Source: an optimization exercise on an open RTL-to-GDS flow (aim: small area, a short achievable clock period and few clock cycles). Production flows keep margins and buffers that such runs may drop.
Only simulation tests tie the RTL to the original design; equivalence was not proved.
Power is estimated from default activity; no workload was simulated.

## flow/design.v (module list and top-level ports; edited modules follow where they fit)
// module riscv_alu: 119 lines
// module riscv_csr_regfile: 408 lines
// module riscv_csr: 220 lines
// module riscv_decoder: 182 lines
// module riscv_decode: 96 lines
// module riscv_divider: 92 lines
// module riscv_exec: 281 lines
// module riscv_fetch: 157 lines
// module riscv_lsu: 321 lines
// module riscv_lsu_fifo: 53 lines
// module riscv_mmu: 394 lines
// module riscv_multiplier: 70 lines
// module riscv_mul_csa: 68 lines
// module riscv_pipe_ctrl: 293 lines
// module riscv_regfile: 214 lines
// module riscv_issue: 381 lines
// module riscv_core: 562 lines
module riscv_core
#(
     parameter SUPPORT_MULDIV   = 1
    ,parameter SUPPORT_SUPER    = 0
    ,parameter SUPPORT_MMU      = 0
    ,parameter SUPPORT_LOAD_BYPASS = 1
    ,parameter SUPPORT_MUL_BYPASS = 1
    ,parameter SUPPORT_REGFILE_XILINX = 0
    ,parameter EXTRA_DECODE_STAGE = 0
    ,parameter MEM_CACHE_ADDR_MIN = 32'h80000000
    ,parameter MEM_CACHE_ADDR_MAX = 32'h8fffffff
)
(
     input           clk_i
    ,input           rst_i
    ,input  [ 31:0]  mem_d_data_rd_i
    ,input           mem_d_accept_i
    ,input           mem_d_ack_i
    ,input           mem_d_error_i
    ,input  [ 10:0]  mem_d_resp_tag_i
    ,input           mem_i_accept_i
    ,input           mem_i_valid_i
    ,input           mem_i_error_i
    ,input  [ 31:0]  mem_i_inst_i
    ,input           intr_i
    ,input  [ 31:0]  reset_vector_i
    ,input  [ 31:0]  cpu_id_i
    ,output [ 31:0]  mem_d_addr_o
    ,output [ 31:0]  mem_d_data_wr_o
    ,output          mem_d_rd_o
    ,output [  3:0]  mem_d_wr_o
    ,output          mem_d_cacheable_o
    ,output [ 10:0]  mem_d_req_tag_o
    ,output          mem_d_invalidate_o
    ,output          mem_d_writeback_o
    ,output          mem_d_flush_o
    ,output          mem_i_rd_o
    ,output          mem_i_flush_o
    ,output          mem_i_invalidate_o
    ,output [ 31:0]  mem_i_pc_o
);
  // ...
==> flow/flow/run.sh <==
#!/bin/bash
set -euo pipefail
export BUFFER_PORTS_ARGS="-buffer_cell sky130_fd_sc_hd__buf_4"
bash standard.sh SETUP_SLACK_MARGIN=6 finish > standard.log 2>&1
==> flow/standard.sh <==
#!/bin/bash
# synth_recipe.tcl (not shown) runs the flow's synth.tcl, then flattens the netlist and writes it again
# the make line also repeats each setting of config.mk as NAME=value (left out here)
make -C /OpenROAD-flow-scripts/flow DESIGN_CONFIG=/design/flow/config.mk WORK_HOME=/design/flow/orfs CLKGATE_MAP_FILE= SYNTH_SCRIPT=/design/flow/synth_recipe.tcl "${@:-finish}"
==> flow/config.mk <==
export PLATFORM = sky130hd
export DESIGN_NAME = riscv_core
export DESIGN_NICKNAME = riscv_core
export VERILOG_FILES = /design/flow/design.v
export SDC_FILE = /design/flow/constraint.sdc
export NUM_CORES = 8
export LEC_CHECK = 0
export CAP_MARGIN = 30
export CORE_MARGIN = 2
export CORE_UTILIZATION = 55
export GPL_ROUTABILITY_DRIVEN = 1
export SETUP_SLACK_MARGIN = 5
export SLEW_MARGIN = 30
==> flow/constraint.sdc <==
create_clock -name core_clock -period 13.0 [get_ports {clk_i}]
set_input_delay 2.6000 -clock core_clock [delete_from_list [all_inputs] [get_ports {clk_i}]]
set_output_delay 2.6000 -clock core_clock [all_outputs]
set_load 0.01 [all_outputs]
==> results.cfg, run 1 <==
[final_layout]
design_area_um2 = 173000
regArea_um2 = 68500
n_all_buffers = 837
final_cell_mix = edfxtp_1 (1728), nand2_1 (1218), nor2_1 (1023), a21oi_1 (856), a22oi_1 (835)
nets = 16229
fillCellCount = 22931
clkCellAreaFrac = 0.0510
multi_input_area_share = 0.468

[yosys]
ys_types = 127
ys_top_cells_by_count = edfxtp_1 (1728), nand2_1 (1227), nor2_1 (1108)
synthArstFlopShare = 0.231
synth-edff-count = 1728
synthFlopType = edfxtp_1
synth.largest_area_cell = edfxtp_1
synth-simple-area-share = 0.115
synth_xor_area_frac = 0.0514
synth_area_leaders = edfxtp_1 (33%), dfrtp_1 (9.0%), fa_1 (6.0%)
synth_top_family_by_area = compound AO/OA/AOI/OAI gates
synth_area_um2 = 155000

[setup_path]
cp_top_family = compound AO/OA/AOI/OAI gates
endpoint_kind = register
ff2ff_setup_slack_ns = 5.78

[placed_design]
dpl_cell_area_um2 = 163000
gp_congestion = 1.10
dp.cells = 18522

[sta]
slew_viol_final = 0
max_freq_mhz = 133
hold_slack_ns = 0.392
tns_ns = 0
worst_slew_pin_slew_ns = 1.27

[power]
p_sw_frac = 0.314
power.switching_mw = 6.57
seq_power_share = 0.431

[grt]
grt.busiest_layer = met2
track_usage = 0.526
grt_max_degree = 156
grtUsageMet1 = 0.645

[hold_path]
hp-start = u_csr.csr_wdata_e1_q[6]$_DFF_P_

[clocking]
cts-root-buf = clkbuf_16
ctsHtreeMaxLevel = 5

[floorplanning]
taps = 3743
die_width_um = 535
rows = 195

[outcome]
status = finished clean

[detailed_routing]
dr_wl_met2_mm = 300
Testbench counts, summed over its fixed seeds: cycles 592,794.
==> module riscv_divider, before the edit <==
module riscv_divider
(
     input           clk_i
    ,input           rst_i
    ,input           opcode_valid_i
    ,input  [ 31:0]  opcode_opcode_i
    ,input  [ 31:0]  opcode_pc_i
    ,input           opcode_invalid_i
    ,input  [  4:0]  opcode_rd_idx_i
    ,input  [  4:0]  opcode_ra_idx_i
    ,input  [  4:0]  opcode_rb_idx_i
    ,input  [ 31:0]  opcode_ra_operand_i
    ,input  [ 31:0]  opcode_rb_operand_i
    ,input  [ 31:0]  operand_a_e1_i         
    ,input  [ 31:0]  operand_b_e1_i
    ,output          writeback_valid_o
    ,output [ 31:0]  writeback_value_o
);
wire div_rem_inst_w     = ((opcode_opcode_i & 32'hfe00707f) == 32'h2004033)  ||
                          ((opcode_opcode_i & 32'hfe00707f) == 32'h2005033) ||
                          ((opcode_opcode_i & 32'hfe00707f) == 32'h2006033)  ||
                          ((opcode_opcode_i & 32'hfe00707f) == 32'h2007033);
wire signed_operation_w = ((opcode_opcode_i & 32'hfe00707f) == 32'h2004033) || ((opcode_opcode_i & 32'hfe00707f) == 32'h2006033);
wire div_operation_w    = ((opcode_opcode_i & 32'hfe00707f) == 32'h2004033) || ((opcode_opcode_i & 32'hfe00707f) == 32'h2005033);
wire div_start_w        = opcode_valid_i & div_rem_inst_w;
reg         busy_q;
reg         first_q;      
reg  [5:0]  cnt_q;        
reg         div_inst_q;
reg         signed_q;
reg         invert_res_q;
reg  [31:0] rem_q;        
reg  [31:0] nq_q;         
reg         valid_q;
reg  [31:0] wb_result_q;
wire div_complete_w = busy_q & (cnt_q == 6'd32);
wire        a_neg_w = first_q & signed_q & operand_a_e1_i[31];
wire [31:0] a_abs_w = a_neg_w ? (32'b0 - operand_a_e1_i) : operand_a_e1_i;
wire        a_top_w = a_neg_w ? (operand_a_e1_i[30:0] == 31'b0) : operand_a_e1_i[31];
wire [31:0] n_w     = first_q ? a_abs_w : nq_q;
wire        n_top_w = first_q ? a_top_w : nq_q[31];
wire [31:0] r_w     = first_q ? 32'b0 : rem_q;
wire        d_neg_w = signed_q & operand_b_e1_i[31];
wire [32:0] shl_w   = {r_w, n_top_w};
wire [33:0] sub_w   = {1'b0, shl_w} + (d_neg_w ? {{2{1'b1}}, operand_b_e1_i} : {2'b11, ~operand_b_e1_i}) + {33'b0, ~d_neg_w};
wire        ge_w    = ~sub_w[33];
always @ (posedge clk_i or posedge rst_i)
if (rst_i)
begin
    busy_q       <= 1'b0;
    first_q      <= 1'b0;
    cnt_q        <= 6'd0;
    div_inst_q   <= 1'b0;
    signed_q     <= 1'b0;
    invert_res_q <= 1'b0;
end
else if (div_start_w)
begin
    busy_q       <= 1'b1;
    first_q      <= 1'b1;
    cnt_q        <= 6'd0;
    div_inst_q   <= div_operation_w;
    signed_q     <= signed_operation_w;
end
else if (div_complete_w)
    busy_q       <= 1'b0;
else if (busy_q)
begin
    if (first_q)
        invert_res_q <= signed_q && (div_inst_q ? ((operand_a_e1_i[31] != operand_b_e1_i[31]) && |operand_b_e1_i)
                                                : operand_a_e1_i[31]);
    first_q      <= 1'b0;
    cnt_q        <= cnt_q + 6'd1;
end
always @ (posedge clk_i)
if (busy_q && !div_complete_w)
begin
    rem_q <= ge_w ? sub_w[31:0] : shl_w[31:0];
    nq_q  <= {n_w[30:0], ge_w};    
end
wire [31:0] res_w = div_inst_q ? nq_q : rem_q;
always @ (posedge clk_i or posedge rst_i)
if (rst_i)
    valid_q <= 1'b0;
else
    valid_q <= div_complete_w;
always @ (posedge clk_i)
if (div_complete_w)
    wb_result_q <= invert_res_q ? (32'b0 - res_w) : res_w;
assign writeback_valid_o = valid_q;
assign writeback_value_o = wb_result_q;
endmodule
==> module riscv_fetch, before the edit <==
module riscv_fetch
#(
     parameter SUPPORT_MMU      = 1
)
(
     input           clk_i
    ,input           rst_i
    ,input           fetch_accept_i
    ,input           icache_accept_i
    ,input           icache_valid_i
    ,input           icache_error_i
    ,input  [ 31:0]  icache_inst_i
    ,input           icache_page_fault_i
    ,input           fetch_invalidate_i
    ,input           branch_request_i        
    ,input  [ 31:0]  branch_pc_i
    ,input  [  1:0]  branch_priv_i
    ,input           branch_e1_i             
    ,input  [ 31:0]  branch_e1_pc_i
    ,output          fetch_valid_o
    ,output          fetch_valid_nb_o        
    ,output          skid_valid_o            
    ,output [ 31:0]  skid_instr_o
    ,output          skid_fault_o
    ,input           fetch_accept_nb_i       
    ,output [ 31:0]  fetch_instr_o
    ,output [ 31:0]  fetch_pc_o
    ,output          fetch_fault_fetch_o
    ,output          fetch_fault_page_o
    ,output          icache_rd_o
    ,output          icache_flush_o
    ,output          icache_invalidate_o
    ,output [ 31:0]  icache_pc_o
    ,output [  1:0]  icache_priv_o
    ,output          squash_decode_o
);
reg         active_q;
wire        icache_busy_w;
wire        stall_w       = !fetch_accept_i || icache_busy_w || !icache_accept_i;
reg         branch_q;
reg [31:0]  branch_pc_q;
reg [1:0]   branch_priv_q;
wire        branch_w      = branch_e1_i | branch_q;
wire [31:0] branch_pc_w   = branch_e1_i ? branch_e1_pc_i : branch_pc_q;
wire [1:0]  branch_priv_w = branch_priv_q;
always @ (posedge clk_i or posedge rst_i)
if (rst_i)
begin
    branch_q       <= 1'b0;
    branch_pc_q    <= 32'b0;
    branch_priv_q  <= 2'd3;
end
else if (branch_request_i)
begin
    branch_q       <= 1'b1;
    branch_pc_q    <= branch_pc_i;
    branch_priv_q  <= branch_priv_i;
end
else if (icache_rd_o && icache_accept_i)
begin
    branch_q       <= 1'b0;
    branch_pc_q    <= 32'b0;
end
else if (branch_e1_i)
begin
    branch_q       <= 1'b1;
    branch_pc_q    <= branch_e1_pc_i;
end
assign squash_decode_o    = branch_request_i;
always @ (posedge clk_i or posedge rst_i)
if (rst_i)
    active_q    <= 1'b0;
else if (branch_w && ~stall_w)
    active_q    <= 1'b1;
reg stall_q;
always @ (posedge clk_i or posedge rst_i)
if (rst_i)
    stall_q    <= 1'b0;
else
    stall_q    <= stall_w;
reg icache_fetch_q;
reg icache_invalidate_q;
always @ (posedge clk_i or posedge rst_i)
if (rst_i)
    icache_fetch_q <= 1'b0;
else if (icache_rd_o && icache_accept_i)
    icache_fetch_q <= 1'b1;
else if (icache_valid_i)
    icache_fetch_q <= 1'b0;
always @ (posedge clk_i or posedge rst_i)
if (rst_i)
    icache_invalidate_q <= 1'b0;
else if (icache_invalidate_o && !icache_accept_i)
    icache_invalidate_q <= 1'b1;
else
    icache_invalidate_q <= 1'b0;
reg [31:0]  pc_f_q;
reg [31:0]  pc_d_q;
wire [31:0] icache_pc_w;
wire [1:0]  icache_priv_w;
wire        fetch_resp_drop_w;
always @ (posedge clk_i or posedge rst_i)
if (rst_i)
    pc_f_q  <= 32'b0;
else if (branch_w && ~stall_w)
    pc_f_q  <= branch_pc_w;
else if (!stall_w)
    pc_f_q  <= {icache_pc_w[31:2],2'b0} + 32'd4;
reg [1:0] priv_f_q;
reg       branch_d_q;
always @ (posedge clk_i or posedge rst_i)
if (rst_i)
    priv_f_q  <= 2'd3;
else if (branch_w && ~stall_w)
    priv_f_q  <= branch_priv_w;
always @ (posedge clk_i or posedge rst_i)
if (rst_i)
    branch_d_q  <= 1'b0;
else if (branch_w && ~stall_w)
    branch_d_q  <= 1'b1;
else if (!stall_w)
    branch_d_q  <= 1'b0;
assign icache_pc_w       = pc_f_q;
assign icache_priv_w     = priv_f_q;
assign fetch_resp_drop_w = branch_w | branch_d_q;
always @ (posedge clk_i or posedge rst_i)
if (rst_i)
    pc_d_q <= 32'b0;
else if (icache_rd_o && icache_accept_i)
    pc_d_q <= icache_pc_w;
assign icache_rd_o         = active_q & (branch_e1_i | fetch_accept_nb_i) & !icache_busy_w;
assign icache_pc_o         = {icache_pc_w[31:2],2'b0};
assign icache_priv_o       = icache_priv_w;
assign icache_flush_o      = fetch_invalidate_i | icache_invalidate_q;
assign icache_invalidate_o = 1'b0;
assign icache_busy_w       =  icache_fetch_q && !icache_valid_i;
reg [65:0]  skid_buffer_q;
reg         skid_valid_q;
always @ (posedge clk_i or posedge rst_i)
if (rst_i)
    skid_valid_q  <= 1'b0;
else if (fetch_valid_o && !fetch_accept_i)
    skid_valid_q  <= 1'b1;
else
    skid_valid_q  <= 1'b0;
always @ (posedge clk_i)
    skid_buffer_q <= {fetch_fault_page_o, fetch_fault_fetch_o, fetch_pc_o, fetch_instr_o};
assign fetch_valid_o       = (icache_valid_i || skid_valid_q) & !fetch_resp_drop_w;
assign fetch_valid_nb_o    = (icache_valid_i || skid_valid_q) & !(branch_q | branch_d_q);
assign skid_valid_o        = skid_valid_q;
assign skid_instr_o        = skid_buffer_q[31:0];
assign skid_fault_o        = skid_buffer_q[64] | skid_buffer_q[65];
assign fetch_pc_o          = skid_valid_q ? skid_buffer_q[63:32] : {pc_d_q[31:2],2'b0};
assign fetch_instr_o       = skid_valid_q ? skid_buffer_q[31:0]  : icache_inst_i;
assign fetch_fault_fetch_o = skid_valid_q ? skid_buffer_q[64] : icache_error_i;
assign fetch_fault_page_o  = skid_valid_q ? skid_buffer_q[65] : icache_page_fault_i;
endmodule
==> module riscv_lsu, before the edit <==
module riscv_lsu
#(
     parameter MEM_CACHE_ADDR_MIN = 32'h80000000
    ,parameter MEM_CACHE_ADDR_MAX = 32'h8fffffff
)
(
     input           clk_i
    ,input           rst_i
    ,input           opcode_valid_i
    ,input  [ 31:0]  opcode_opcode_i
    ,input  [ 31:0]  opcode_pc_i
    ,input           opcode_invalid_i
    ,input  [  4:0]  opcode_rd_idx_i
    ,input  [  4:0]  opcode_ra_idx_i
    ,input  [  4:0]  opcode_rb_idx_i
    ,input  [ 31:0]  opcode_ra_operand_i
    ,input  [ 31:0]  opcode_rb_operand_i
    ,input  [ 31:0]  mem_data_rd_i
    ,input           mem_accept_i
    ,input           mem_ack_i
    ,input           mem_error_i
    ,input  [ 10:0]  mem_resp_tag_i
    ,input           mem_load_fault_i
    ,input           mem_store_fault_i
    ,output [ 31:0]  mem_addr_o
    ,output [ 31:0]  mem_data_wr_o
    ,output          mem_rd_o
    ,output [  3:0]  mem_wr_o
    ,output          mem_cacheable_o
    ,output [ 10:0]  mem_req_tag_o
    ,output          mem_invalidate_o
    ,output          mem_writeback_o
    ,output          mem_flush_o
    ,output          writeback_valid_o
    ,output [ 31:0]  writeback_value_o
    ,output [  5:0]  writeback_exception_o
    ,output          stall_o
);
wire [ 31:0] mem_addr_q;
wire [ 31:0] mem_data_wr_q;
wire         mem_rd_q;
wire [  3:0] mem_wr_q;
wire         mem_cacheable_q;
wire         mem_invalidate_q;
wire         mem_writeback_q;
wire         mem_flush_q;
wire         mem_unaligned_e1_w;
reg          mem_unaligned_e2_q;
reg          mem_load_q;
reg          mem_xb_q;
reg          mem_xh_q;
reg          mem_ls_q;
reg pending_lsu_e2_q;
wire issue_lsu_e1_w    = (mem_rd_o || (|mem_wr_o) || mem_writeback_o || mem_invalidate_o || mem_flush_o) && mem_accept_i;
wire complete_ok_e2_w  = mem_ack_i & ~mem_error_i;
wire complete_err_e2_w = mem_ack_i & mem_error_i;
always @ (posedge clk_i or posedge rst_i)
if (rst_i)
    pending_lsu_e2_q <= 1'b0;
else if (issue_lsu_e1_w)
    pending_lsu_e2_q <= 1'b1;
else if (complete_ok_e2_w || complete_err_e2_w)
    pending_lsu_e2_q <= 1'b0;
wire delay_lsu_e2_w = pending_lsu_e2_q && !complete_ok_e2_w;
always @ (posedge clk_i or posedge rst_i)
if (rst_i)
    mem_unaligned_e2_q <= 1'b0;
else
    mem_unaligned_e2_q <= mem_unaligned_e1_w & ~delay_lsu_e2_w;
wire load_inst_w = (((opcode_opcode_i & 32'h707f) == 32'h3)  || 
                    ((opcode_opcode_i & 32'h707f) == 32'h1003)  || 
                    ((opcode_opcode_i & 32'h707f) == 32'h2003)  || 
                    ((opcode_opcode_i & 32'h707f) == 32'h4003) || 
                    ((opcode_opcode_i & 32'h707f) == 32'h5003) || 
                    ((opcode_opcode_i & 32'h707f) == 32'h6003));
wire load_signed_inst_w = (((opcode_opcode_i & 32'h707f) == 32'h3)  || 
                           ((opcode_opcode_i & 32'h707f) == 32'h1003)  || 
                           ((opcode_opcode_i & 32'h707f) == 32'h2003));
wire store_inst_w = (((opcode_opcode_i & 32'h707f) == 32'h23)  || 
                     ((opcode_opcode_i & 32'h707f) == 32'h1023)  || 
                     ((opcode_opcode_i & 32'h707f) == 32'h2023));
wire req_lb_w = ((opcode_opcode_i & 32'h707f) == 32'h3) || ((opcode_opcode_i & 32'h707f) == 32'h4003);
wire req_lh_w = ((opcode_opcode_i & 32'h707f) == 32'h1003) || ((opcode_opcode_i & 32'h707f) == 32'h5003);
wire req_lw_w = ((opcode_opcode_i & 32'h707f) == 32'h2003) || ((opcode_opcode_i & 32'h707f) == 32'h6003);
wire req_sb_w = ((opcode_opcode_i & 32'h707f) == 32'h23);
wire req_sh_w = ((opcode_opcode_i & 32'h707f) == 32'h1023);
wire req_sw_w = ((opcode_opcode_i & 32'h707f) == 32'h2023);
wire req_sw_lw_w = ((opcode_opcode_i & 32'h707f) == 32'h2023) || ((opcode_opcode_i & 32'h707f) == 32'h2003) || ((opcode_opcode_i & 32'h707f) == 32'h6003);
wire req_sh_lh_w = ((opcode_opcode_i & 32'h707f) == 32'h1023) || ((opcode_opcode_i & 32'h707f) == 32'h1003) || ((opcode_opcode_i & 32'h707f) == 32'h5003);
reg [31:0]  ra_q;
reg [11:0]  imm_q;
reg [31:0]  rb_q;
reg         valid_q;
reg         sw_lw_q;
reg         sh_lh_q;
reg         ld_q;
reg         st_w_q;
reg         st_h_q;
reg         st_b_q;
reg [2:0]   cop_q;       
wire        csrrw_w = ((opcode_opcode_i & 32'h707f) == 32'h1073);
wire dcache_flush_w      = csrrw_w && (opcode_opcode_i[31:20] == 12'h3a0);
wire dcache_writeback_w  = csrrw_w && (opcode_opcode_i[31:20] == 12'h3a1);
wire dcache_invalidate_w = csrrw_w && (opcode_opcode_i[31:20] == 12'h3a2);
wire [12:0] addr_lo_w  = {1'b0, ra_q[11:0]} + {1'b0, imm_q};
wire [19:0] addr_hp1_w = ra_q[31:12] + 20'd1;
wire [19:0] addr_hm1_w = ra_q[31:12] - 20'd1;
wire [1:0]  addr_hsel_w = {imm_q[11], addr_lo_w[12]};    
wire [19:0] addr_hi_w  = (addr_hsel_w == 2'b01) ? addr_hp1_w :
                         (addr_hsel_w == 2'b10) ? addr_hm1_w : ra_q[31:12];
wire [31:0] mem_addr_w = {addr_hi_w, addr_lo_w[11:0]};
assign mem_unaligned_e1_w = (sw_lw_q && (mem_addr_w[1:0] != 2'b0)) || (sh_lh_q && mem_addr_w[0]);
assign mem_rd_q = ld_q && !mem_unaligned_e1_w;
reg [31:0]  mem_data_r;
reg [3:0]   mem_wr_r;
always @ *
begin
    mem_data_r = 32'b0;
    mem_wr_r   = 4'b0;
    if (st_w_q && !mem_unaligned_e1_w)
    begin
        mem_data_r  = rb_q;
        mem_wr_r    = 4'hF;
    end
    else if (st_h_q && !mem_unaligned_e1_w)
    begin
        case (mem_addr_w[1:0])
        2'h2 :
        begin
            mem_data_r  = {rb_q[15:0],16'h0000};
            mem_wr_r    = 4'b1100;
        end
        default :
        begin
            mem_data_r  = {16'h0000,rb_q[15:0]};
            mem_wr_r    = 4'b0011;
        end
        endcase
    end
    else if (st_b_q)
    begin
        case (mem_addr_w[1:0])
        2'h3 :
        begin
            mem_data_r  = {rb_q[7:0],24'h000000};
            mem_wr_r    = 4'b1000;
        end
        2'h2 :
        begin
            mem_data_r  = {{8'h00,rb_q[7:0]},16'h0000};
            mem_wr_r    = 4'b0100;
        end
        2'h1 :
        begin
            mem_data_r  = {{16'h0000,rb_q[7:0]},8'h00};
            mem_wr_r    = 4'b0010;
        end
        default :
        begin
            mem_data_r  = {24'h000000,rb_q[7:0]};
            mem_wr_r    = 4'b0001;
        end
        endcase
    end
end
assign mem_addr_q       = mem_addr_w;
assign mem_data_wr_q    = mem_data_r;
assign mem_wr_q         = mem_wr_r;
assign mem_flush_q      = cop_q[0];
assign mem_writeback_q  = cop_q[1];
assign mem_invalidate_q = cop_q[2];
wire        in_range_w = (addr_hsel_w == 2'b01) ? (addr_hp1_w[19:16] == MEM_CACHE_ADDR_MIN[31:28]) :
                         (addr_hsel_w == 2'b10) ? (addr_hm1_w[19:16] == MEM_CACHE_ADDR_MIN[31:28]) :
                                                  (ra_q[31:28]       == MEM_CACHE_ADDR_MIN[31:28]);
assign mem_cacheable_q  = in_range_w || (|cop_q);
wire lsu_clear_w = complete_err_e2_w || mem_unaligned_e2_q;
wire lsu_hold_w  = ((mem_rd_q || (|mem_wr_q) || mem_unaligned_e1_w) && delay_lsu_e2_w) ||
                   ((mem_writeback_o || mem_invalidate_o || mem_flush_o || mem_rd_o || mem_wr_o != 4'b0) && !mem_accept_i);
always @ (posedge clk_i or posedge rst_i)
if (rst_i)
begin
    valid_q            <= 1'b0;
    sw_lw_q            <= 1'b0;
    sh_lh_q            <= 1'b0;
    ld_q               <= 1'b0;
    st_w_q             <= 1'b0;
    st_h_q             <= 1'b0;
    st_b_q             <= 1'b0;
    cop_q              <= 3'b0;
    mem_load_q         <= 1'b0;
    mem_xb_q           <= 1'b0;
    mem_xh_q           <= 1'b0;
    mem_ls_q           <= 1'b0;
end
else if (lsu_clear_w)
begin
    valid_q            <= 1'b0;
    sw_lw_q            <= 1'b0;
    sh_lh_q            <= 1'b0;
    ld_q               <= 1'b0;
    st_w_q             <= 1'b0;
    st_h_q             <= 1'b0;
    st_b_q             <= 1'b0;
    cop_q              <= 3'b0;
    mem_load_q         <= 1'b0;
    mem_xb_q           <= 1'b0;
    mem_xh_q           <= 1'b0;
    mem_ls_q           <= 1'b0;
end
else if (!lsu_hold_w)
begin
    valid_q            <= opcode_valid_i;
    sw_lw_q            <= opcode_valid_i && req_sw_lw_w;
    sh_lh_q            <= opcode_valid_i && req_sh_lh_w && !req_sw_lw_w;
    ld_q               <= opcode_valid_i && load_inst_w;
    st_w_q             <= opcode_valid_i && ((opcode_opcode_i & 32'h707f) == 32'h2023);
    st_h_q             <= opcode_valid_i && ((opcode_opcode_i & 32'h707f) == 32'h1023);
    st_b_q             <= opcode_valid_i && ((opcode_opcode_i & 32'h707f) == 32'h23);
    cop_q              <= {opcode_valid_i & dcache_invalidate_w, opcode_valid_i & dcache_writeback_w, opcode_valid_i & dcache_flush_w};
    mem_load_q         <= opcode_valid_i && load_inst_w;
    mem_xb_q           <= req_lb_w | req_sb_w;
    mem_xh_q           <= req_lh_w | req_sh_w;
    mem_ls_q           <= load_signed_inst_w;
end
always @ (posedge clk_i)
if (!lsu_clear_w && !lsu_hold_w)
begin
    ra_q  <= opcode_ra_operand_i;
    rb_q  <= opcode_rb_operand_i;
    imm_q <= (opcode_valid_i && csrrw_w)     ? 12'b0 :
             (opcode_valid_i && load_inst_w) ? opcode_opcode_i[31:20] :
                                               {opcode_opcode_i[31:25], opcode_opcode_i[11:7]};
end
assign mem_addr_o       = {mem_addr_q[31:2], 2'b0};
assign mem_data_wr_o    = mem_data_wr_q;
assign mem_rd_o         = mem_rd_q & ~delay_lsu_e2_w;
assign mem_wr_o         = mem_wr_q & ~{4{delay_lsu_e2_w}};
assign mem_cacheable_o  = mem_cacheable_q;
assign mem_req_tag_o    = 11'b0;
assign mem_invalidate_o = mem_invalidate_q;
assign mem_writeback_o  = mem_writeback_q;
assign mem_flush_o      = mem_flush_q;
assign stall_o          = ((mem_writeback_o || mem_invalidate_o || mem_flush_o || mem_rd_o || mem_wr_o != 4'b0) && !mem_accept_i) || delay_lsu_e2_w || mem_unaligned_e1_w;
wire        resp_load_w;
wire [31:0] resp_addr_w;
wire        resp_byte_w;
wire        resp_half_w;
wire        resp_signed_w;
riscv_lsu_fifo
#(
     .WIDTH(36)
    ,.DEPTH(2)
    ,.ADDR_W(1)
)
u_lsu_request
(
     .clk_i(clk_i)
    ,.rst_i(rst_i)
    ,.push_i(((mem_rd_o || (|mem_wr_o) || mem_writeback_o || mem_invalidate_o || mem_flush_o) && mem_accept_i) || (mem_unaligned_e1_w && ~delay_lsu_e2_w))
    ,.data_in_i({mem_addr_q, mem_ls_q, mem_xh_q, mem_xb_q, mem_load_q})
    ,.accept_o()
    ,.valid_o()
    ,.data_out_o({resp_addr_w, resp_signed_w, resp_half_w, resp_byte_w, resp_load_w})
    ,.pop_i(mem_ack_i || mem_unaligned_e2_q)
);
reg [1:0]  addr_lsb_r;
reg        load_byte_r;
reg        load_half_r;
reg        load_signed_r;
reg [31:0] wb_result_r;
always @ *
begin
    wb_result_r   = 32'b0;
    addr_lsb_r    = resp_addr_w[1:0];
    load_byte_r   = resp_byte_w;
    load_half_r   = resp_half_w;
    load_signed_r = resp_signed_w;
    if ((mem_ack_i && mem_error_i) || mem_unaligned_e2_q)
        wb_result_r = resp_addr_w;
    else if (mem_ack_i && resp_load_w)
    begin
        if (load_byte_r)
        begin
            case (addr_lsb_r[1:0])
            2'h3: wb_result_r = {24'b0, mem_data_rd_i[31:24]};
            2'h2: wb_result_r = {24'b0, mem_data_rd_i[23:16]};
            2'h1: wb_result_r = {24'b0, mem_data_rd_i[15:8]};
            2'h0: wb_result_r = {24'b0, mem_data_rd_i[7:0]};
            endcase
            if (load_signed_r && wb_result_r[7])
                wb_result_r = {24'hFFFFFF, wb_result_r[7:0]};
        end
        else if (load_half_r)
        begin
            if (addr_lsb_r[1])
                wb_result_r = {16'b0, mem_data_rd_i[31:16]};
            else
                wb_result_r = {16'b0, mem_data_rd_i[15:0]};
            if (load_signed_r && wb_result_r[15])
                wb_result_r = {16'hFFFF, wb_result_r[15:0]};
        end
        else
            wb_result_r = mem_data_rd_i;
    end
end
assign writeback_valid_o    = mem_ack_i | mem_unaligned_e2_q;
assign writeback_value_o    = wb_result_r;
wire fault_load_align_w     = mem_unaligned_e2_q & resp_load_w;
wire fault_store_align_w    = mem_unaligned_e2_q & ~resp_load_w;
wire fault_load_bus_w       = mem_error_i &&  resp_load_w;
wire fault_store_bus_w      = mem_error_i && ~resp_load_w;
wire fault_load_page_w      = mem_error_i && mem_load_fault_i;
wire fault_store_page_w     = mem_error_i && mem_store_fault_i;
assign writeback_exception_o         = fault_load_align_w  ? 6'h14:
                                       fault_store_align_w ? 6'h16:
                                       fault_load_page_w   ? 6'h1d:
                                       fault_store_page_w  ? 6'h1f:
                                       fault_load_bus_w    ? 6'h15:
                                       fault_store_bus_w   ? 6'h17:
                                       6'b0;
endmodule 
==> module riscv_lsu_fifo, before the edit <==
module riscv_lsu_fifo
#(
    parameter WIDTH   = 8,
    parameter DEPTH   = 4,
    parameter ADDR_W  = 2
)
(
     input               clk_i
    ,input               rst_i
    ,input  [WIDTH-1:0]  data_in_i
    ,input               push_i
    ,input               pop_i
    ,output [WIDTH-1:0]  data_out_o
    ,output              accept_o
    ,output              valid_o
);
localparam COUNT_W = ADDR_W + 1;
reg [WIDTH-1:0]   ram_q[DEPTH-1:0];
reg [ADDR_W-1:0]  rd_ptr_q;
reg [ADDR_W-1:0]  wr_ptr_q;
reg [COUNT_W-1:0] count_q;
integer i;
always @ (posedge clk_i or posedge rst_i)
if (rst_i)
begin
    count_q   <= {(COUNT_W) {1'b0}};
    rd_ptr_q  <= {(ADDR_W) {1'b0}};
    wr_ptr_q  <= {(ADDR_W) {1'b0}};
    for (i=0;i<DEPTH;i=i+1)
    begin
        ram_q[i] <= {(WIDTH) {1'b0}};
    end
end
else
begin
    if (push_i & accept_o)
    begin
        ram_q[wr_ptr_q] <= data_in_i;
        wr_ptr_q        <= wr_ptr_q + 1;
    end
    if (pop_i & valid_o)
        rd_ptr_q      <= rd_ptr_q + 1;
    if ((push_i & accept_o) & ~(pop_i & valid_o))
        count_q <= count_q + 1;
    else if (~(push_i & accept_o) & (pop_i & valid_o))
        count_q <= count_q - 1;
end
/*verilator lint_off WIDTH*/
assign valid_o       = (count_q != 0);
assign accept_o      = (count_q != DEPTH);
/*verilator lint_on WIDTH*/
assign data_out_o    = ram_q[rd_ptr_q];
endmodule
==> run 2: changes to the inputs <==
--- a/flow/design.v
+++ b/flow/design.v
@@ -1100,3 +1100,2 @@
 always @ (posedge clk_i)
-if (busy_q && !div_complete_w)
 begin
@@ -1447,3 +1446,2 @@
     branch_q       <= 1'b0;
-    branch_pc_q    <= 32'b0;
     branch_priv_q  <= 2'd3;
@@ -1453,3 +1451,2 @@
     branch_q       <= 1'b1;
-    branch_pc_q    <= branch_pc_i;
     branch_priv_q  <= branch_priv_i;
@@ -1457,11 +1454,10 @@
 else if (icache_rd_o && icache_accept_i)
-begin
     branch_q       <= 1'b0;
-    branch_pc_q    <= 32'b0;
-end
 else if (branch_e1_i)
-begin
     branch_q       <= 1'b1;
+always @ (posedge clk_i)
+if (branch_request_i)
+    branch_pc_q    <= branch_pc_i;
+else if (!(icache_rd_o && icache_accept_i) && branch_e1_i)
     branch_pc_q    <= branch_e1_pc_i;
-end
 assign squash_decode_o    = branch_request_i;
@@ -1499,6 +1495,4 @@
 wire        fetch_resp_drop_w;
-always @ (posedge clk_i or posedge rst_i)
-if (rst_i)
-    pc_f_q  <= 32'b0;
-else if (branch_w && ~stall_w)
+always @ (posedge clk_i)
+if (branch_w && ~stall_w)
     pc_f_q  <= branch_pc_w;
@@ -1523,6 +1517,4 @@
 assign fetch_resp_drop_w = branch_w | branch_d_q;
-always @ (posedge clk_i or posedge rst_i)
-if (rst_i)
-    pc_d_q <= 32'b0;
-else if (icache_rd_o && icache_accept_i)
+always @ (posedge clk_i)
+if (icache_rd_o && icache_accept_i)
     pc_d_q <= icache_pc_w;
@@ -1659,3 +1651,18 @@
 wire dcache_invalidate_w = csrrw_w && (opcode_opcode_i[31:20] == 12'h3a2);
-wire [12:0] addr_lo_w  = {1'b0, ra_q[11:0]} + {1'b0, imm_q};
+function [12:0] add12;
+    input [11:0] a;
+    input [11:0] b;
+    reg [11:0] g, p, g1, p1, g2, p2, g3, p3, g4;
+    integer k;
+begin
+    g = a & b;
+    p = a ^ b;
+    for (k = 0; k < 12; k = k + 1) begin g1[k] = (k >= 1) ? (g[k]  | (p[k]  & g[k-1]))  : g[k];  p1[k] = (k >= 1) ? (p[k]  & p[k-1])  : p[k];  end
+    for (k = 0; k < 12; k = k + 1) begin g2[k] = (k >= 2) ? (g1[k] | (p1[k] & g1[k-2])) : g1[k]; p2[k] = (k >= 2) ? (p1[k] & p1[k-2]) : p1[k]; end
+    for (k = 0; k < 12; k = k + 1) begin g3[k] = (k >= 4) ? (g2[k] | (p2[k] & g2[k-4])) : g2[k]; p3[k] = (k >= 4) ? (p2[k] & p2[k-4]) : p2[k]; end
+    for (k = 0; k < 12; k = k + 1) begin g4[k] = (k >= 8) ? (g3[k] | (p3[k] & g3[k-8])) : g3[k]; end
+    add12 = {g4[11], p ^ {g4[10:0], 1'b0}};
+end
+endfunction
+wire [12:0] addr_lo_w  = add12(ra_q[11:0], imm_q);
 wire [19:0] addr_hp1_w = ra_q[31:12] + 20'd1;
@@ -1904,6 +1911,2 @@
     wr_ptr_q  <= {(ADDR_W) {1'b0}};
-    for (i=0;i<DEPTH;i=i+1)
-    begin
-        ram_q[i] <= {(WIDTH) {1'b0}};
-    end
 end
@@ -1912,6 +1915,3 @@
     if (push_i & accept_o)
-    begin
-        ram_q[wr_ptr_q] <= data_in_i;
         wr_ptr_q        <= wr_ptr_q + 1;
-    end
     if (pop_i & valid_o)
@@ -1928,2 +1928,5 @@
 assign data_out_o    = ram_q[rd_ptr_q];
+always @ (posedge clk_i)
+if (push_i & accept_o)
+    ram_q[wr_ptr_q] <= data_in_i;
 endmodule
--- a/flow/config.mk
+++ b/flow/config.mk
@@ -9,3 +9,5 @@
 export CORE_MARGIN = 2
-export CORE_UTILIZATION = 55
+export CORE_UTILIZATION = 50
+export CTS_CLUSTER_DIAMETER = 80
+export CTS_CLUSTER_SIZE = 24
 export GPL_ROUTABILITY_DRIVEN = 1
==> run 2 against run 1 <==
Compared with the run above:
- critical path type unchanged
- maximum frequency grew 1.4%
- area after synthesis down 0.48%
- critical path depth down 1
- via count decreased by 2.5%
- total power down 26%
- combinational power down 57%
- sequential share of layout area up 0.91 points
- register-to-register slack better by 0.20 ns
- synthesized cell count shrank 2.6%
- non-clock buffer count rose by 19
- global-route usage down 2.5 points
==> results.cfg, run 2 <==
[outcome]
status = finished clean

[clocking]
clock-sinks = 2416
clock_path_buffers = 4
clk_pin_slew_ns = 0.09
cts-root-buf = clkbuf_16
insertion_delay_ns = 0.97
cts_buffers = 151
cts-hold-fix-buffers = 0
ctsHtreeMaxLevel = 4
cts_tree = yes

[setup_path]
path_common_cell = buf_4
endpoint_kind = register
worstPathArrival_ns = 8.02
start_kind = input pin
path_cells = buf_12 -> mux2i_4 -> buf_4 -> nand2_1 -> buf_4 -> nor2_4 -> buf_4 -> a22oi_1 -> nand2_1 -> nor4_1 -> nand4_1 -> o21ai_2 -> a21oi_1 -> a22oi_2 -> nor2_1
slowest_delay_ns = 0.67
crit_path_top_delay_cell = a21oi_1
worst-setup-path-type = input pin to register
path_max_fanout = 20
critPathRequiredTime_ns = 13.63
cp_top_family = simple AND/OR/NAND/NOR gates
crit_buf_inv = 4

[sta]
hold_slack_ns = 0.356
finalSetupViolCount = 0
max_freq_mhz = 135
worst_slew_pin_slew_ns = 1.23
min_period_over_period = 0.569
setup_slack_ns = 5.61
max_slew_margin = 0.177
tns_ns = 0
slew_viol_final = 0
finClkSkew_ns = 0.149
fin_crit_ns = 7.39
hold_viol_final = 0
rsz0062_at_grt = yes

[final_layout]
final_common_cell = edfxtp_1
nets = 15776
regMostFlops = u_lsu.u_lsu_request.ram_q
multi_input_area_um2 = 80800
regArea_um2 = 68600
reg_top3 = u_lsu.u_lsu_request.ram_q: 72 flops, u_fetch.skid_buffer_q: 66 flops, u_mul.sum_q: 64 flops
syn2layout_area_growth_pct = 9.65
fillCellCount = 26642
largest_reg_flops = 72
design_area_um2 = 170000
final_cell_mix = edfxtp_1 (1826), nor2_1 (1061), nand2_1 (1014), a22oi_1 (937), buf_4 (806)
drive_above_1_share = 0.125

[grt]
track_usage = 0.501
grt_pass1_wl_mm = 1090
grt_max_degree = 187
grt_pass1_vias = 130139
antenna_found_initial = 120
grt.overflow.total = 0

[yosys]
ys_ff_latch = 2416
yosysMostFrequentCell = edfxtp_1
ys_seq_area_frac = 0.444
synth.largest_area_cell = edfxtp_1
synth.avg_cell_area_um2 = 10.5
ys_top_cells_by_count = edfxtp_1 (1826), nor2_1 (1147), nand2_1 (1019)
synth_cells = 14774
yosys_warnings = 14
synthFlopType = edfxtp_1
synth_top_area_share = 0.355
synth_area_leaders = edfxtp_1 (35%), dfrtp_1 (6.4%), fa_1 (6.1%)
synth_area_um2 = 155000
synth-edff-count = 1826
ys_types = 112
synthArstFlopShare = 0.164

[power]
leakage_nw = 61.1
ir_drop_uv = 134
fin_total_pwr_mw = 15.5
power_density_nw_per_um2 = 91.6

[placed_design]
dpl_cell_area_um2 = 163000
gp_congestion = 1.09
hpwlAfterDp_mm = 560
pre_cts_slack_ns = 4.62
numPortBuffers = 237

[floorplanning]
die_area_um2 = 314000
die_h_um = 560
boundaryPins = 267
rows = 204
initial_utilization = 0.501
die_width_um = 560
core_area_um2 = 308000

[hold_path]
min_path_type = register to register

[detailed_routing]
vias = 142761
avgViaCountPerCell = 7.52
antenna_left = 0
avgRoutedWirePerCell_um = 42.8
firstDrtPassIters = 14
wirelength_mm = 813
drt_iter0_markers = 30683
drc = 0

[job]
cap_violations = 0
==> run 2: changes by cell type in the layout (fill, tap and decap cells not counted), sizes merged, moves of 35 or more <==
| cell | change |
|---|---|
| nor2 | +35 |
| clkbuf | -167 |
| edfxtp | +98 |
| dfrtp | -162 |
| clkinv | -67 |
| xnor2 | +58 |
| a22oi | +92 |
| a21oi | -191 |
| dfxtp | +64 |
| nand2 | -210 |
| o22ai | -126 |
| a211oi | +102 |
| nor3 | -54 |
==> run 2: routing by layer <==
layer	wire length, um	up-vias	track usage
met3	136000	3413	0.244
met1	286000	70264	0.626
li1	-	55062	-
met2	316000	13950	0.674
met5	1810	-	0.0203
met4	73000	72	0.340
==> run 2: path summary, 6_finish.rpt <==
check                      slack, ns                    startpoint  cells past startpoint                                        endpoint
min                             0.36        u_div.nq_q[27]$_DFF_P_                      2                          u_div.nq_q[28]$_DFF_P_
max reg2reg                     5.98  u_exec.alu_a_q[10]$_DFFE_PN_                     24                    u_exec.alu_a_q[31]$_DFFE_PN_
min in group asynchronous       1.79                         rst_i                      3  u_csr.u_csrfile.csr_mcycle_h_q[20]$_DFFE_PP0N_
max                             5.61              mem_i_inst_i[23]                     15                        u_lsu.rb_q[11]$_DFFE_PP_
max in group asynchronous       8.63                         rst_i                      6                       u_div.first_q$_DFFE_PP0P_
min reg2reg                     0.36        u_div.nq_q[27]$_DFF_P_                      2                          u_div.nq_q[28]$_DFF_P_
==> run 2: cell families after synthesis <==
family,Yosys count,share of synthesized area
AOI/OAI and AO/OA,4245,0.192
and+or+nand+nor,3726,0.114
DFF,2416,0.444
buffers and inverters,1878,0.0480
adders and majority gates,962,0.101
xor gates and xnor gates,941,0.0533
muxes,605,0.0478
other,1,0.0000243
==> run 2: area by class of cell <==
class | count | area share
Multi-Input combinational cell | 10496 | 0.477
Clock buffer | 190 | 0.0242
Sequential cell | 2416 | 0.405
Antenna cell | 100 | 0.00148
Inverter | 745 | 0.0166
Clock inverter | 67 | 0.00525
Tap cell | 4120 | 0.0304
Timing Repair Buffer | 856 | 0.0404
==> run 2: metrics by stage <==
stage	std cells	utilization
CTS	18873	0.547
floorplan	14790	-
detailed placement	18582	0.529
global placement	18569	0.528
global route	18902	0.549
finish	18990	0.550
==> run 2: tightest hold or removal path: cells and delay by family (launching register included) <==
family,cells,cell delay (ns)
DFF,1,0.32
AOI/OAI and AO/OA,1,0.05
and+or+nand+nor,1,0.08
==> run 2: report_power, final <==
| group | internal [mW] | total, mW | leakage [nW] | switching (mW) |
|---|---|---|---|---|
| Clock | 2.42 | 5.40 | 2.42 | 2.98 |
| Combinational | 0.509 | 1.73 | 36.9 | 1.22 |
| Sequential | 8.32 | 8.40 | 21.8 | 0.0783 |
| Total | 11.3 | 15.5 | 61.1 | 4.28 |
==> run 2: repair_timing <==
item | 4_1_cts | 5_1_grt
setup endpoints to repair | 68 | 58
pin swaps | 38 | 10
buffers inserted | 33 | 13
gates cloned | 1 | 0
gates resized for setup | 91 | 42
Testbench counts of run 2, summed over its fixed seeds: cycles 592,794.

[port drivers added, routing unchanged]
Ports are ideal in the flow. The routed layouts listed here were re-timed in OpenROAD. Step 1 sets driving cells, clkbuf_16 on the clock port and buf_2 on the other inputs (assumed; they add their load-dependent delay and slew). Step 2 times the ports against the registers' clock, not the clock port: input delays grow and output delays shrink by t, the midpoint of the rising clock arrivals with the driver on. a / b / c = ideal ports / drivers / drivers and shift; a / b = the first two.
run	t (ns)	setup slack, ns	worst hold slack (ns)	latest minus earliest clock arrival (ns)
run 1	1.030	5.500 / 5.565 / 4.534	0.392 / 0.392 / 0.392	0.078 / 0.079
run 2	1.017	5.607 / 5.556 / 4.620	0.356 / 0.356 / 0.356	0.159 / 0.159
After both steps setup and hold are still met in every run listed. For run 2, which loses most, drivers alone change the setup slack by -0.051 ns; drivers and shift together by -0.987 ns.
